This design comes from an exercise in tuning for small area on the open sky130 flow, not from production work.
Function was checked by simulation only, so behaviour that the tests miss may differ from the original.
Power is estimated from default activity; no workload was simulated.

## flow/design.v (module list and top-level ports; edited modules follow where they fit)
// module pcie_us_axi_dma_rd: 1230 lines
// module pcie_us_axi_dma_wr: 858 lines
// module pcie_us_axi_dma: 265 lines
// module pcie_us_axi_dma_x64: 179 lines
module pcie_us_axi_dma_x64 (
    input  wire          clk,
    input  wire          rst,
    input  wire [63:0]   s_axis_rc_tdata,
    input  wire [1:0]    s_axis_rc_tkeep,
    input  wire          s_axis_rc_tvalid,
    output wire          s_axis_rc_tready,
    input  wire          s_axis_rc_tlast,
    input  wire [74:0]   s_axis_rc_tuser,
    output wire [63:0]   m_axis_rq_tdata,
    output wire [1:0]    m_axis_rq_tkeep,
    output wire          m_axis_rq_tvalid,
    input  wire          m_axis_rq_tready,
    output wire          m_axis_rq_tlast,
    output wire [59:0]   m_axis_rq_tuser,
    input  wire [63:0]   s_axis_read_desc_pcie_addr,
    input  wire [31:0]   s_axis_read_desc_axi_addr,
    input  wire [15:0]   s_axis_read_desc_len,
    input  wire [7:0]    s_axis_read_desc_tag,
    input  wire          s_axis_read_desc_valid,
    output wire          s_axis_read_desc_ready,
    output wire [7:0]    m_axis_read_desc_status_tag,
    output wire          m_axis_read_desc_status_valid,
    input  wire [63:0]   s_axis_write_desc_pcie_addr,
    input  wire [31:0]   s_axis_write_desc_axi_addr,
    input  wire [15:0]   s_axis_write_desc_len,
    input  wire [7:0]    s_axis_write_desc_tag,
    input  wire          s_axis_write_desc_valid,
    output wire          s_axis_write_desc_ready,
    output wire [7:0]    m_axis_write_desc_status_tag,
    output wire          m_axis_write_desc_status_valid,
    output wire [7:0]    m_axi_awid,
    output wire [31:0]   m_axi_awaddr,
    output wire [7:0]    m_axi_awlen,
    output wire [2:0]    m_axi_awsize,
    output wire [1:0]    m_axi_awburst,
    output wire          m_axi_awlock,
    output wire [3:0]    m_axi_awcache,
    output wire [2:0]    m_axi_awprot,
    output wire          m_axi_awvalid,
    input  wire          m_axi_awready,
    output wire [63:0]   m_axi_wdata,
    output wire [7:0]    m_axi_wstrb,
    output wire          m_axi_wlast,
    output wire          m_axi_wvalid,
    input  wire          m_axi_wready,
    input  wire [7:0]    m_axi_bid,
    input  wire [1:0]    m_axi_bresp,
    input  wire          m_axi_bvalid,
    output wire          m_axi_bready,
    output wire [7:0]    m_axi_arid,
    output wire [31:0]   m_axi_araddr,
    output wire [7:0]    m_axi_arlen,
    output wire [2:0]    m_axi_arsize,
    output wire [1:0]    m_axi_arburst,
    output wire          m_axi_arlock,
    output wire [3:0]    m_axi_arcache,
    output wire [2:0]    m_axi_arprot,
    output wire          m_axi_arvalid,
    input  wire          m_axi_arready,
    input  wire [7:0]    m_axi_rid,
    input  wire [63:0]   m_axi_rdata,
    input  wire [1:0]    m_axi_rresp,
    input  wire          m_axi_rlast,
    input  wire          m_axi_rvalid,
    output wire          m_axi_rready,
    input  wire          read_enable,
    input  wire          write_enable,
    input  wire          ext_tag_enable,
    input  wire [15:0]   requester_id,
    input  wire          requester_id_enable,
  // ...
==> flow/flow/run.sh <==
#!/bin/bash
# Layout: the standard flow (standard.sh: unchanged synthesis, floorplan, power
# grid, placement, clock tree, routing), with two ORFS settings passed through the
# environment:
#  - BUFFER_PORTS_ARGS: every input and output port still gets its own buffer, but a
#    buf_1 instead of the default cell;
#  - MAX_REPAIR_ANTENNAS_ITER_DRT: more rounds of antenna repair after detailed
#    routing (10 instead of 5) before giving up.
# make's output goes to standard.log in this folder; each tool's full log is under
# orfs/logs/.
set -euo pipefail
export BUFFER_PORTS_ARGS="-buffer_cell sky130_fd_sc_hd__buf_1"
export MAX_REPAIR_ANTENNAS_ITER_DRT=10
bash standard.sh > standard.log 2>&1
==> flow/standard.sh <==
#!/bin/bash
# synth_recipe.tcl (not shown) runs the flow's synth.tcl, then flattens the netlist and writes it again
# the make line also repeats each setting of config.mk as NAME=value (left out here)
make -C /OpenROAD-flow-scripts/flow DESIGN_CONFIG=/design/flow/config.mk WORK_HOME=/design/flow/orfs CLKGATE_MAP_FILE= SYNTH_SCRIPT=/design/flow/synth_recipe.tcl "${@:-finish}"
==> flow/config.mk <==
export PLATFORM = sky130hd
export DESIGN_NAME = pcie_us_axi_dma_x64
export DESIGN_NICKNAME = pcie_us_axi_dma_x64
export VERILOG_FILES = /design/flow/design.v
export SDC_FILE = /design/flow/constraint.sdc
export NUM_CORES = 8
export LEC_CHECK = 0
export CAP_MARGIN = 20
export CORE_MARGIN = 2
export CORE_UTILIZATION = 50
export CTS_BUF_LIST = sky130_fd_sc_hd__clkbuf_16
export CTS_CLUSTER_DIAMETER = 90
export CTS_CLUSTER_SIZE = 20
export PLACE_DENSITY = 0.6
export SLEW_MARGIN = 20
==> flow/constraint.sdc <==
create_clock -name core_clock -period 10.0 [get_ports {clk}]
set_input_delay 2.0000 -clock core_clock [delete_from_list [all_inputs] [get_ports {clk}]]
set_output_delay 2.0000 -clock core_clock [all_outputs]
set_load 0.01 [all_outputs]
==> summary.txt, run 1 <==
buffer share of cell area under 10%; Post-Synthesis Cells 20000; combinational power 4.28 mW; worst path cell trace buf_1 -> inv_1 -> ha_1 -> and3b_1 -> and2_2 -> buf_4 -> a22oi_1 -> nand4_1 -> nor4_1 -> nand3_1 -> ha_1 -> nor4_1 -> a21oi_1 -> a31oi_1 -> o31ai_1 -> a2111oi_2 -> nand4_1 -> nor4_1 -> xnor2_1 -> mux2i_1; Seq cells post-synth 5675; status no timing/DRC/antenna violations; comb_multi_in 12652; most frequent cells in the layout edfxtp_1 (5321), nand2_1 (1417), a22oi_1 (1214), mux2_2 (955), nor2_1 (921); TNS Setup 0 ps; commonest non-fill, non-tap cell in the layout edfxtp_1; Global Route Usage Sum between 40% and 50%; RSZ-0062 raised after global routing no; share of layout cells above drive strength 1 a little over an eighth; part of the power in combinational logic under 10%; Clock Skew 141 ps; seq pwr about 27 mW; Post-synth EDFFs between 5000 and 6000; top-count cell post-synth edfxtp_1; GP Congestion around 1.1; Syn Area/Cell between 10 and 15 um^2; Die Y 733 um; routed vias 196563; FMAX roughly 110 MHz; GRT busiest layer met2; NetSw around 12 mW; crit path launch s_axis_rc_tdata[0]; hold path depth 0
==> run 2: changes to the inputs <==
--- a/flow/design.v
+++ b/flow/design.v
@@ -281,16 +281,17 @@
 reg bid_rd_count_one;
 reg [2**OP_TAG_WIDTH-1:0] op_rd_sel;
 reg [2**OP_TAG_WIDTH-1:0] op_tag_fifo_rd_sel;
 reg [OP_TAG_WIDTH-1:0] op_tag_fifo_rd_link;
 reg [2**PCIE_TAG_WIDTH-1:0] pcie_tag_fifo_rd_sel;
 reg [PCIE_TAG_WIDTH_1-1:0] pcie_tag_fifo_rd_link;
 integer k;
 integer m;
+reg wr_count_fwd, wr_count_back;
 always @* begin
     tag_rd_sel = {{2**PCIE_TAG_WIDTH-1{1'b0}}, 1'b1} << s_axis_rc_tdata[PCIE_TAG_WIDTH-1:0];
     tag_rd_axi_addr = 0;
     tag_rd_op_tag = 0;
     tag_rd_active = 1'b0;
     for (k = 0; k < 2**PCIE_TAG_WIDTH; k = k + 1) begin
         tag_rd_axi_addr = tag_rd_axi_addr | (pcie_tag_table_axi_addr[k] & {AXI_ADDR_WIDTH{tag_rd_sel[k]}});
         tag_rd_op_tag = tag_rd_op_tag | (pcie_tag_table_op_tag[k] & {OP_TAG_WIDTH{tag_rd_sel[k]}});
@@ -1043,22 +1044,21 @@
         op_table_tag[op_table_start_ptr] <= op_table_start_tag;
     end
     if (op_table_write_start_en) begin
         op_table_write_commit[op_table_write_start_ptr] <= op_table_write_start_commit;
     end else if (op_table_write_start_commit) begin
         op_table_write_commit[op_table_write_start_ptr] <= op_table_write_start_commit;
     end
     for (m = 0; m < 2**OP_TAG_WIDTH; m = m + 1) begin
-        if (init_op_tag_reg) begin
-            op_table_write_count[m] <= {1'b1, op_table_write_count[m][WR_COUNT_WIDTH-1:1]};
-        end else if (op_table_write_start_en && op_rd_sel[m] && !(op_table_write_finish_en && bid_rd_sel[m])) begin
-            op_table_write_count[m] <= {op_table_write_count[m][WR_COUNT_WIDTH-2:0], op_table_write_count[m][10] ^ op_table_write_count[m][8]};
-        end else if (op_table_write_finish_en && bid_rd_sel[m] && !(op_table_write_start_en && op_rd_sel[m])) begin
-            op_table_write_count[m] <= {op_table_write_count[m][0] ^ op_table_write_count[m][9], op_table_write_count[m][WR_COUNT_WIDTH-1:1]};
+        wr_count_fwd = !init_op_tag_reg && op_table_write_start_en && op_rd_sel[m] && !(op_table_write_finish_en && bid_rd_sel[m]);
+        wr_count_back = init_op_tag_reg || (op_table_write_finish_en && bid_rd_sel[m] && !(op_table_write_start_en && op_rd_sel[m]));
+        if (wr_count_fwd || wr_count_back) begin
+            op_table_write_count[m] <= ({WR_COUNT_WIDTH{wr_count_fwd}} & {op_table_write_count[m][WR_COUNT_WIDTH-2:0], op_table_write_count[m][10] ^ op_table_write_count[m][8]})
+                | ({WR_COUNT_WIDTH{wr_count_back}} & {init_op_tag_reg || (op_table_write_count[m][0] ^ op_table_write_count[m][9]), op_table_write_count[m][WR_COUNT_WIDTH-1:1]});
         end
     end
     op_tag_link_we = 1'b0;
     if (op_tag_fifo_pop) begin
         if (op_tag_fifo_head_reg == op_tag_fifo_tail_reg) begin
             op_tag_fifo_valid_reg <= 1'b0;
         end else begin
             op_tag_fifo_head_reg <= op_tag_fifo_rd_link;
==> summary.txt, run 2 <==
status no timing/DRC/antenna violations (unchanged); clk sink count 5675 (unchanged); post-synth top area share 61.0% (was 60.1%); Die Y 732 um (was 733 um); die width 732 um (was 733 um); Arr. time, crit path 9310 ps (was 9910 ps); global-route wire length before repair 1620 mm (was 1590 mm); Worst Path Max Fanout 64 (was 17); fin cells 27997 (was 27810); sequential cell area 0.168 mm^2 (was 0.167 mm^2); Reg clk slew, reported paths 90 ps (was 80 ps); initial antenna violation count 143 (was 148); Global Route Usage Sum 44.0% (was 43.1%); Pre-antenna DRT Iters 9 (was 7); max FFs per register 2048 (unchanged); most frequent cells in the layout edfxtp_1 (5385), nand2_1 (1381), a22oi_1 (1282), a22o_1 (1121), nand3_1 (1103) (was edfxtp_1 (5321), nand2_1 (1417), a22oi_1 (1214), mux2_2 (955), nor2_1 (921)); Syn Area/Cell 13.0 um^2 (was 13.3 um^2); crit end category flop (unchanged); hold path depth 0 (unchanged); vias per cell 7.19 (was 7.07); area leader, netlist edfxtp_1 (unchanged); deepest clock path buffer count 4 (unchanged); TNS Setup 0 ps (unchanged); Hold Crit Start dma_inst.pcie_us_axi_dma_wr_inst.axi_addr_reg[31] (was dma_inst.pcie_us_axi_dma_rd_inst.axi_addr_reg[3]); LEAKAGE 95.5 nW (was 97.2 nW); Cell Pwr Density 163 mW/mm^2 (was 157 mW/mm^2); Final nets 21616 (was 21509); internal reg-to-reg setup slack 1480 ps (was 2430 ps); Worst path slowest cell o41a_1 (was nand3_1); Multi-input gate area 0.0928 mm^2 (was 0.0947 mm^2); Reg power frac 56.7% (was 58.1%); starting density of the core 50.2% (about the same); maxcap violations 0 (unchanged); # rows 267 (unchanged); total grt overflow 0 (unchanged); Sw Ratio 27.2% (was 25.8%); ys flop type edfxtp_1 (unchanged); Worst setup SP type flop (was input port); CTS Hold Buffers Added 0 (unchanged); post-synthesis cell type count 101 (was 97); ranking of synthesized cells by area edfxtp_1 (61%), a22o_1 (3.7%), a22oi_1 (3.6%) (was edfxtp_1 (60%), mux2_2 (4.0%), a22oi_1 (3.4%)); crit-path max cell delay 840 ps (was 890 ps); Async SR Flop Fraction 0% (unchanged); post-route ant nets 0 (unchanged); peak supply drop 0.199 mV (was 0.177 mV); sequential fraction of the synthesis area 63.2% (was 62.7%); largest net degree at the start of global routing 135 (was 146); worst path required time 10790 ps (was 10740 ps); Top Registers dma_inst.pcie_us_axi_dma_rd_inst.pcie_tag_table_axi_addr x2048, dma_inst.pcie_us_axi_dma_rd_inst.op_table_write_count x704 (unchanged); Hold/Removal Path Class flop to flop (unchanged); Seq cells post-synth 5675 (unchanged); filler instances 43513 (was 43700); TritonCTS Buffers 336 (was 339); GP Congestion 1.12 (was 1.11); Tcrit/Tclk final 85.2% (was 91.7%); 1st-iter DRT viols 32932 (was 32797); commonest non-fill, non-tap cell in the layout edfxtp_1 (unchanged); max_slew headroom 7.07% (was 10.6%); share of layout cells above drive strength 1 11.3% (was 13.7%); placed insts 27423 (was 27176); Final Max Slew Viols 0 (unchanged); NetSw 12.8 mW (was 11.8 mW); Root Driver clkbuf_16 (unchanged); Clk pwr share 31.0% (was 32.5%); Reg with most FFs dma_inst.pcie_us_axi_dma_rd_inst.pcie_tag_table_axi_addr (unchanged); Port Buffer Count 678 (unchanged); final hold vios 0 (unchanged); clock latency at the later pin of the worst-skew pair 1120 ps (was 1150 ps); FMAX 117 MHz (was 109 MHz); final setup vio count 0 (unchanged); Crit Path Category flop to flop (was input port to flop); area grow syn2layout 9.03% (was 9.33%); Post-Synthesis Cells 20358 (was 20000); most frequent cells after synthesis edfxtp_1 (5385), nand2_1 (1389), a22oi_1 (1283), a22o_1 (1121), nand3_1 (1108) (was edfxtp_1 (5321), nand2_1 (1421), a22oi_1 (1215), nor2_1 (1046), mux2_2 (955)); WHS 485 ps (was 481 ps); Post-synth EDFFs 5385 (was 5321); routed vias 201424 (was 196563); Core ar. 0.528 mm^2 (was 0.530 mm^2); Resized cells post-CTS 0 (unchanged); Die Area 0.536 mm^2 (was 0.538 mm^2); number of global-route vias before repair 183360 (was 179668); Max H-tree Level 5 (unchanged); Top Ports 855 (unchanged); DR WL/cell 43.5 um (was 43.0 um); Worst Max-Slew Pin Slew 1380 ps (was 1340 ps); Final Routed Wirelength 1220 mm (was 1190 mm); RSZ-0062 raised after global routing no (unchanged); internal power 34.4 mW (was 33.8 mW); part of the power in combinational logic 12.3% (was 9.4%); synth warn 3 (unchanged); worst path cell trace ha_1 -> fa_1 -> a21o_1 -> a21oi_1 -> o21ai_0 -> nand4_1 -> nand4_1 -> nand2_1 -> nand2_1 -> a21o_1 -> ha_4 -> fa_2 -> a21o_1 -> a21oi_1 -> nor2b_1 -> o21a_1 -> o41ai_1 -> o21ai_0 -> o41a_1 -> nand4_1 -> xnor2_2 -> buf_4 (was buf_1 -> inv_1 -> ha_1 -> and3b_1 -> and2_2 -> buf_4 -> a22oi_1 -> nand4_1 -> nor4_1 -> nand3_1 -> ha_1 -> nor4_1 -> a21oi_1 -> a31oi_1 -> o31ai_1 -> a2111oi_2 -> nand4_1 -> nor4_1 -> xnor2_1 -> mux2i_1); top-count cell post-synth edfxtp_1 (unchanged); Residual DRC 0 (unchanged); Detail Placement HPWL 834 mm (was 811 mm); postcts setup bufs 0 (unchanged); Clock Skew 112 ps (was 141 ps); crit path time final 8520 ps (was 9170 ps); CTS tree done (unchanged); Worst Reg-to-Reg Cells 22 (was 29); post-synthesis cell area 0.265 mm^2 (was 0.266 mm^2)
run 2: changes by cell type in the layout (fill, tap and decap cells not counted), moves of 78 or more:
cell	previous run	this run
a21oi_1	516	617
a221oi_1	190	79
a22o_1	482	1121
a32o_1	107	11
ha_1	445	315
inv_1	545	423
mux2_2	955	360
mux2i_1	638	527
nand3_1	666	1103
nor4_1	254	332
xnor2_1	512	426
run 2: kinds of logic after synthesis:
family,count (synthesis),synth area share [%]
mux,1109,5.41
flops,5675,63.2
buf+inv,1792,2.72
fa+ha+maj,336,1.64
simple gates,5743,10.9
compound gates,4722,12.9
other cells,2,0.00284
xor+xnor,979,3.24
run 2: power by group through the flow:
stage	logic (mW)	registers, mW	clock network [mW]
floorplan	3.33	27.1	0
global placement	5.53	27.3	0
detailed placement	5.56	27.3	0
CTS	5.59	26.7	14.6
global route	6.05	26.8	15.4
finish	5.80	26.7	14.6
run 2: metrics by stage:
step	utilization [%]	total power [mW]	area, um^2	setup slack [ps]
after floorplan	-	30.4	265000	448
after global placement	52.7	32.8	278000	794
after detailed placement	52.7	32.8	279000	712
after CTS	54.6	47.0	288000	1610
after global routing	54.6	48.2	289000	1080
final	54.7	47.2	289000	1480
run 2: critical path: cells and delay by family, from the launching register on:
kind	cells	cell delay, ps
buffers and inverters	1	570
AND/OR/NAND/NOR	6	2150
XOR/XNOR	1	140
adder cells (fa/ha/maj)	4	1390
AO/OA/AOI/OAI	10	3320
flip-flops	1	570
run 2: routing by layer:
| metal | global-route usage [%] | part of all wire (%) | wire (um) |
|---|---|---|---|
| met5 | 0 | 0.043 | 527 |
| met3 | 13.7 | 13 | 157000 |
| met4 | 31.9 | 9.1 | 111000 |
| met2 | 63.7 | 42 | 513000 |
| met1 | 56.1 | 36 | 436000 |
run 2: worst max-delay path by stage:
stage,end,slack (ps),cells after the start
floorplan,flop,450,26
global placement,flop,790,25
detailed placement,flop,710,25
CTS,flop,1610,22
global route,flop,1080,22
finish,flop,1480,22
run 2: cell type report:
type	instances	share of cell area (%)
Sequential cell	5675	58.0
Multi-Input combinational cell	12976	32.1
Tap cell	6994	3.03
Timing Repair Buffer	1422	2.93
Clock buffer	337	2.92
Inverter	365	0.476
Clock inverter	134	0.436
Antenna cell	94	0.0814
==> run 3: changes to the inputs <==
--- a/flow/flow/run.sh
+++ b/flow/flow/run.sh
@@ -5,3 +5,3 @@
 #  - BUFFER_PORTS_ARGS: every input and output port still gets its own buffer, but a
-#    buf_1 instead of the default cell;
+#    buf_2 instead of the default cell;
 #  - MAX_REPAIR_ANTENNAS_ITER_DRT: more rounds of antenna repair after detailed
@@ -11,3 +11,3 @@
 set -euo pipefail
-export BUFFER_PORTS_ARGS="-buffer_cell sky130_fd_sc_hd__buf_1"
+export BUFFER_PORTS_ARGS="-buffer_cell sky130_fd_sc_hd__buf_2"
 export MAX_REPAIR_ANTENNAS_ITER_DRT=10
==> summary.txt, run 3 <==
number of global-route vias before repair 182646 (was 183360); synth warn 3 (unchanged); Reg with most FFs dma_inst.pcie_us_axi_dma_rd_inst.pcie_tag_table_axi_addr (unchanged); initial antenna violation count 171 (was 143); filler instances 43443 (was 43513); most frequent cells in the layout edfxtp_1 (5385), nand2_1 (1378), a22oi_1 (1282), a22o_1 (1121), nand3_1 (1104) (was edfxtp_1 (5385), nand2_1 (1381), a22oi_1 (1282), a22o_1 (1121), nand3_1 (1103)); top cell family by delay on the critical path compound AO/OA/AOI/OAI gates (unchanged); status no timing/DRC/antenna violations (unchanged); placed insts 27400 (was 27423); Worst setup SP type flop (unchanged); Post-synth EDFFs 5385 (unchanged); Post-Synthesis Cells 20358 (unchanged); RSZ-0062 raised after global routing no (unchanged); Residual DRC 0 (unchanged); ys flop type edfxtp_1 (unchanged); DR WL/cell 43.5 um (about the same); FMAX 115 MHz (was 117 MHz); largest net degree at the start of global routing 174 (was 135); Final Max Slew Viols 0 (unchanged); Pre-antenna DRT Iters 9 (unchanged); TritonCTS Buffers 334 (was 336); vias per cell 7.20 (was 7.19); Crit path depth 27 (was 22); Resized cells post-CTS 0 (unchanged); Final nets 21592 (was 21616); Async SR Flop Fraction 0% (unchanged); Crit Path Category flop to flop (unchanged); 1st-iter DRT viols 33879 (was 32932); max_slew headroom 6.61% (was 7.07%); Worst path slowest cell o41a_1 (unchanged); Hold/Removal Path Class flop to flop (unchanged); top-count cell post-synth edfxtp_1 (unchanged); Top Registers dma_inst.pcie_us_axi_dma_rd_inst.pcie_tag_table_axi_addr x2048, dma_inst.pcie_us_axi_dma_rd_inst.op_table_write_count x704 (unchanged); placed inst area 0.279 mm^2 (about the same); Reg clk slew, reported paths 90 ps (about the same); WHS 483 ps (was 485 ps); most frequent cells after synthesis edfxtp_1 (5385), nand2_1 (1389), a22oi_1 (1283), a22o_1 (1121), nand3_1 (1108) (unchanged); Final Routed Wirelength 1220 mm (about the same); Multi-input gate area 0.0928 mm^2 (about the same); CTS Hold Buffers Added 0 (unchanged); area leader, netlist edfxtp_1 (unchanged); die width 732 um (unchanged); commonest non-fill, non-tap cell in the layout edfxtp_1 (unchanged); sequential fraction of the synthesis area 63.2% (unchanged); post-route ant nets 0 (unchanged); Core ar. 0.528 mm^2 (unchanged); share of layout cells above drive strength 1 14.4% (was 11.3%); CTS tree done (unchanged); global-route wire length before repair 1620 mm (about the same); Die Y 732 um (unchanged); peak supply drop 0.175 mV (was 0.199 mV); Arr. time, crit path 9510 ps (was 9310 ps); crit-path max cell delay 710 ps (was 840 ps); area grow syn2layout 9.26% (was 9.03%); postcts setup bufs 0 (unchanged); starting density of the core 50.2% (unchanged); Port Buffer Count 678 (unchanged); post-synthesis cell area 0.265 mm^2 (unchanged); fin cells 27967 (was 27997); Root Driver clkbuf_16 (unchanged); GP Congestion 1.11 (was 1.12); Tcrit/Tclk final 87.3% (was 85.2%); Max H-tree Level 5 (unchanged); final instance area 0.289 mm^2 (about the same); sequential cell area 0.168 mm^2 (unchanged); TNS Setup 0 ps (unchanged); Cell Pwr Density 163 mW/mm^2 (about the same); Worst Max-Slew Pin Slew 1400 ps (was 1380 ps); total grt overflow 0 (unchanged); deepest clock path buffer count 4 (unchanged); final setup vio count 0 (unchanged); post-synthesis cell type count 101 (unchanged); Clock Skew 135 ps (was 112 ps); Global Route Usage Sum 44.0% (about the same); clock latency at the later pin of the worst-skew pair 1160 ps (was 1120 ps); crit path time final 8730 ps (was 8520 ps); clk sink count 5675 (unchanged); final hold vios 0 (unchanged); internal reg-to-reg setup slack 1270 ps (was 1480 ps); Worst Path Max Fanout 65 (was 64); Top Ports 855 (unchanged); maxcap violations 0 (unchanged); LEAKAGE 97.2 nW (was 95.5 nW); max FFs per register 2048 (unchanged); Syn Area/Cell 13.0 um^2 (unchanged); most used cell, CP a21o_1; worst path required time 10790 ps (about the same); Crit path buffers/inverters 3 (was 1); Worst Reg-to-Reg Cells 27 (was 22); Die Area 0.536 mm^2 (unchanged); # rows 267 (unchanged); crit end category flop (unchanged); ranking of synthesized cells by area edfxtp_1 (61%), a22o_1 (3.7%), a22oi_1 (3.6%) (unchanged); Seq cells post-synth 5675 (unchanged); routed vias 201305 (was 201424); Detail Placement HPWL 831 mm (was 834 mm); post-synth top area share 61.0% (unchanged)
## run 3: final cells by class
type	instances	share of cell area (%)
sequential	5675	57.9
multi-input combinational	12976	32.1
timing repair buffer	1400	3.17
tap	6994	3.02
clock buffer	337	2.91
inverter	365	0.475
clock inverter	130	0.393
antenna	90	0.0778
## run 3: worst register-to-register path, cell delays in order, from the launching register on
cell	delay [ps]
edfxtp_1	630
inv_1	140
ha_1	320
a21o_1	170
nand2_1	150
nor3_1	400
xor2_1	130
ha_1	320
nand4_1	90
or4_1	400
o21ai_0	170
and3_1	210
buf_4	180
nand2_1	450
a21o_1	410
ha_4	190
fa_2	410
a21o_1	180
a21oi_1	270
nor2b_1	80
o21a_1	190
o41ai_1	660
o21ai_0	420
o41a_1	710
nor4b_1	350
xor2_4	160
buf_4	310
mux2_2	360
## run 3: metrics by stage
step	worst slack (ps)	utilization (%)	power, mW
global placement	502	52.9	32.8
finish	1270	54.8	47.1
CTS	1290	54.7	46.9
detailed placement	456	52.9	32.9
floorplan	448	-	30.4
global route	784	54.8	48.1
## run 3: worst min path at each step
stage / cells past startpoint / slack (ps) / from / endpoint
floorplan: 0 / 410 / flop / dma_inst.pcie_us_axi_dma_rd_inst.req_op_tag_reg[0]
global placement: 2 / 460 / flop / flop
detailed placement: 0 / 460 / dma_inst.pcie_us_axi_dma_wr_inst.axi_addr_reg[31] / flop
CTS: 2 / 480 / flop / flop
global route: 0 / 490 / dma_inst.pcie_us_axi_dma_wr_inst.axi_addr_reg[31] / flop
finish: 0 / 480 / dma_inst.pcie_us_axi_dma_wr_inst.axi_addr_reg[31] / flop
## run 3: kinds of logic after synthesis
kind of cell             Yosys count  synth area share (%)
adder cells (fa/ha/maj)          336                  1.64
multiplexers                    1109                  5.41
flip-flops                      5675                  63.2
AO/OA/AOI/OAI                   4722                  12.9
buffers and inverters           1792                  2.72
XOR/XNOR                         979                  3.24
other                              2               0.00284
AND/OR/NAND/NOR                 5743                  10.9
## run 3: metal layers
metal	track usage [%]	vias to the layer above	wire length, um	part of all wire [%]
li1	-	80269	-	-
met1	57.3	101153	439000	36
met2	63.4	16027	512000	42
met3	13.2	3746	158000	13
met4	30.4	110	108000	8.9
met5	0.160	-	1160	0.095
## run 3: power breakdown
group / switching [mW] / internal (mW) / leakage (nW)
Clock: 8.31 / 6.22 / 4.88
Combinational: 4.06 / 1.79 / 41.7
Sequential: 0.427 / 26.3 / 50.6

==> separate check: timing with driven ports <==
In the flow no input, the clock included, has a driving cell. The finished layouts below were timed again as built, in two steps.
Step 1, drivers: a clkbuf_16 drives clk and a buf_2 each remaining input, both assumed.
Step 2, shift: input delay + t, output delay - t, t = (earliest + latest rising clock arrival at the registers) / 2. This alone moves slack from input paths to output paths.
Slacks: ideal ports / drivers / drivers and shift; pairs: ideal ports / drivers.
| run | t, ns | setup slack, ns | hold WS [ns] |
|---|---|---|---|
| run 1 | 1.224 | 0.832 / 0.957 / -0.266 | 0.481 / 0.481 / 0.481 |
| run 2 | 1.212 | 1.481 / 1.481 / 0.271 | 0.485 / 0.485 / 0.485 |
| run 3 | 1.239 | 1.274 / 1.274 / 0.165 | 0.483 / 0.483 / 0.483 |
With both steps, setup timing fails in run 1, where it was met with ideal ports. For run 2, which loses most, drivers alone change the setup slack by 0.000 ns; drivers and shift together by -1.210 ns.
